Background: an optimization exercise with open tools, aiming at small area, a short achievable clock period and few clock cycles. Do not read the settings as production practice. At most, simulation tests tie the RTL to the original design; equivalence was not proved.

==> flow/design.v (excerpt) <==
module PSE (clk, reset, Xin, Yin, point_num, valid, Xout, Yout);
Size: about 46 I/O pins, roughly 16000 µm² of cells after synthesis.
Settings: LEC_CHECK=0, ABC_AREA=1, CAP_MARGIN=20, CORE_MARGIN=2, CORE_UTILIZATION=60, SLEW_MARGIN=60; clock period 35.0 ns.
run.sh (not shown) runs the stock make flow with config.mk's settings and CLKGATE_MAP_FILE= SYNTH_SCRIPT=/design/flow/synth_recipe.tcl, a recipe that flattens the netlist after the stock synthesis.
Testbench counts at the start, summed over its fixed seeds: cycles 31,902.
==> next run, changes <==
Settings changed: SLEW_MARGIN 60 to 40.
- The new run completed without violations
- cell area fell by 0.48%
- non-clock buffer count is lower by 4
- clock skew barely changes
- count of clock-buffer cells in the layout is unchanged
- hold slack gets better by 0.0052 ns
- via count decreases by 0.88%
- area after synthesis is unchanged
- wire length decreases by 0.39%


PSE, a different RTL version from the one above (not shown whole).
Size: roughly 170 flip-flops, ~46 I/O pins.
export LEC_CHECK = 0
export ABC_AREA = 1
export CAP_MARGIN = 20
export CORE_MARGIN = 2
export CORE_UTILIZATION = 60
export SLEW_MARGIN = 60
export SYNTH_HIERARCHICAL = 1
export SYNTH_MINIMUM_KEEP_SIZE = 0
create_clock -name core_clock -period 35.0 [get_ports {clk}]
standard.sh (not shown) runs the stock make flow with config.mk's settings and CLKGATE_MAP_FILE= SYNTH_SCRIPT=/design/flow/synth_recipe.tcl, a recipe that flattens the netlist after the stock synthesis.
==> flow/flow/run.sh <==
#!/bin/bash
# Layout flow: the standard flow (standard.sh), with two changes in how
# the layout is made:
#  * the port buffers are sky130_fd_sc_hd__buf_2 cells (buffer_ports picks a
#    slow delay cell by default);
#  * after global placement and repair_design, size.tcl upsizes gates on the
#    worst paths (drive strengths only; the netlist's function, the registers
#    and the constraints stay the same), before detailed placement.
# Each step's full output goes to a log file of its own in this folder.
set -euo pipefail
export BUFFER_PORTS_ARGS="-buffer_cell sky130_fd_sc_hd__buf_2"
RES=$PWD/orfs/results/$FLOW_PLATFORM/PSE/base
bash standard.sh $RES/3_4_place_resized.odb > flow_1_to_resize.log 2>&1
cp $RES/3_4_place_resized.odb $RES/3_4_place_resized_unsized.odb
SIZE_IN=$RES/3_4_place_resized_unsized.odb SIZE_OUT=$RES/3_4_place_resized.odb \
  LIB=$FLOW_HOME/platforms/$FLOW_PLATFORM/lib/sky130_fd_sc_hd__tt_025C_1v80.lib \
  SDC=$FLOW_SDC SIZE_ITERS=400 SIZE_WINDOW=0.3 \
  openroad -exit -no_init flow/size.tcl > flow_2_size.log 2>&1
bash standard.sh > flow_3_to_finish.log 2>&1
==> flow/flow/size.tcl <==
# Gate sizing on the worst paths.  For the worst endpoint, try a one-step
# upsize of each cell that drives a stage of its worst path and keep the one
# that helps that endpoint most without hurting the design's worst slack;
# repeat.  Constraints are not changed: this only picks drive strengths.
read_db $::env(SIZE_IN)
read_liberty $::env(LIB)
read_sdc $::env(SDC)
source $::env(FLOW_HOME)/platforms/sky130hd/setRC.tcl
estimate_parasitics -placement

proc wns {} { return [expr {[sta::worst_slack_cmd max] * 1e9}] }
proc ep_slack {pin} {
  set pe [lindex [find_timing_paths -path_delay max -to $pin -group_path_count 1] 0]
  return [expr {[$pe slack] * 1e9}]
}
proc bigger {master} {
  if {![regexp {^(.*)_([0-9]+)$} $master -> base sz]} { return "" }
  foreach s {1 2 4 6 8 12 16} {
    if {$s <= $sz} continue
    if {[llength [get_lib_cells -quiet */${base}_$s]] > 0} { return "${base}_$s" }
  }
  return ""
}
set dont {__fa_ __ha_ __clkbuf_ __clkinv dlygate clkdlybuf __tap __fill __decap __conb}

set start [wns]
puts "start wns [format %.3f $start]"
set stuck [dict create]
set n 0
for {set it 0} {$it < $::env(SIZE_ITERS)} {incr it} {
  set ws [wns]
  # worst endpoint that is not stuck
  set pe ""
  foreach p [find_timing_paths -path_delay max -group_path_count 200 -endpoint_path_count 1 -sort_by_slack] {
    set ep [get_full_name [$p pin]]
    if {![dict exists $stuck $ep]} { set pe $p; break }
  }
  if {$pe eq ""} break
  set endpin [$pe pin]
  set epname [get_full_name $endpin]
  if {[expr {[$pe slack] * 1e9}] > $ws + $::env(SIZE_WINDOW)} break
  set es [expr {[$pe slack] * 1e9}]
  set cands {}
  foreach pin [[$pe path] pins] {
    if {![$pin is_driver]} continue
    set inst [$pin instance]
    if {$inst eq "NULL" || $inst eq ""} continue
    set iname [get_full_name $inst]
    set m [get_property $inst ref_name]
    set skip 0
    foreach d $dont { if {[string first $d $m] >= 0} { set skip 1 } }
    if {$skip} continue
    set b [bigger $m]
    if {$b ne ""} { lappend cands [list $iname $m $b] }
  }
  set best ""; set bestes [expr {$es + 0.002}]
  foreach c $cands {
    lassign $c iname m b
    replace_cell $iname [get_lib_cells */$b]
    estimate_parasitics -placement
    set e [ep_slack $endpin]
    set w [wns]
    replace_cell $iname [get_lib_cells */$m]
    estimate_parasitics -placement
    if {$e > $bestes && $w >= $ws - 0.0005} { set bestes $e; set best $c }
  }
  if {$best eq ""} { dict set stuck $epname 1; continue }
  lassign $best iname m b
  replace_cell $iname [get_lib_cells */$b]
  estimate_parasitics -placement
  incr n
  puts "it $it $epname: $iname $m -> $b endpoint [format %.3f $es] -> [format %.3f $bestes] wns [format %.3f [wns]]"
}
puts "end wns [format %.3f [wns]] (start [format %.3f $start]), $n cells upsized"
write_db $::env(SIZE_OUT)
The first run went through all stages and came out clean.
Then changed:
--- a/flow/flow/size.tcl
+++ b/flow/flow/size.tcl
@@ -32,9 +32,8 @@
   # worst endpoint that is not stuck
   set pe ""
-  foreach p [find_timing_paths -path_delay max -group_path_count 200 -endpoint_path_count 1 -sort_by_slack] {
-    set ep [get_full_name [$p pin]]
-    if {![dict exists $stuck $ep]} { set pe $p; break }
-  }
-  if {$pe eq ""} break
+  # the worst endpoint sets the period: stop once it cannot be helped
+  set p [lindex [find_timing_paths -path_delay max -group_path_count 1 -sort_by_slack] 0]
+  if {[dict exists $stuck [get_full_name [$p pin]]]} break
+  set pe $p
   set endpin [$pe pin]
   set epname [get_full_name $endpin]
CORE_UTILIZATION = 70   (was 60)
PLACE_DENSITY = 0.75   (was unset)
=> Final cell count shrinks by about 2.2%. Routed wire length drops by 2.8%. Final area came out lower by about 0.9%. Non-clock buffer count climbs by 1. Worst setup slack improves by 0.014 ns. Via count goes up by about 2%. Hold slack hardly moves. Count of clock-buffer cells in the layout is unchanged.
No functional check of the RTL was part of any run of this note.

static timing again, ports no longer ideal:
In the flow no input, the clock included, has a driving cell. The finished layouts below were timed again as built, in two steps. Step 1 sets driving cells, clkbuf_16 on the clock port and buf_2 on the other inputs (assumed; they add their load-dependent delay and slew). Step 2 also shifts input and output timing later by t, the mid clock arrival at the registers, as if the neighbouring blocks saw the same clock. Slacks: no drivers / after step 1 / after step 2; pairs: no drivers / after step 1.
run | shift t [ns] | slack for setup (ns) | latest minus earliest clock arrival (ns) | worst slew at a driven data input, ns
the first run of note 1 | 0.473 | 26.148 / 26.148 / 26.148 | 0.017 / 0.017 | 0.04
the second run of note 1 | 0.467 | 25.499 / 25.499 / 25.499 | 0.016 / 0.016 | 0.04
the first run of note 2 | 0.477 | 26.348 / 26.348 / 26.348 | 0.016 / 0.017 | 0.05
the second run of note 2 | 0.476 | 26.362 / 26.362 / 26.362 | 0.016 / 0.016 | 0.03
After both steps setup and hold are still met in every run listed.
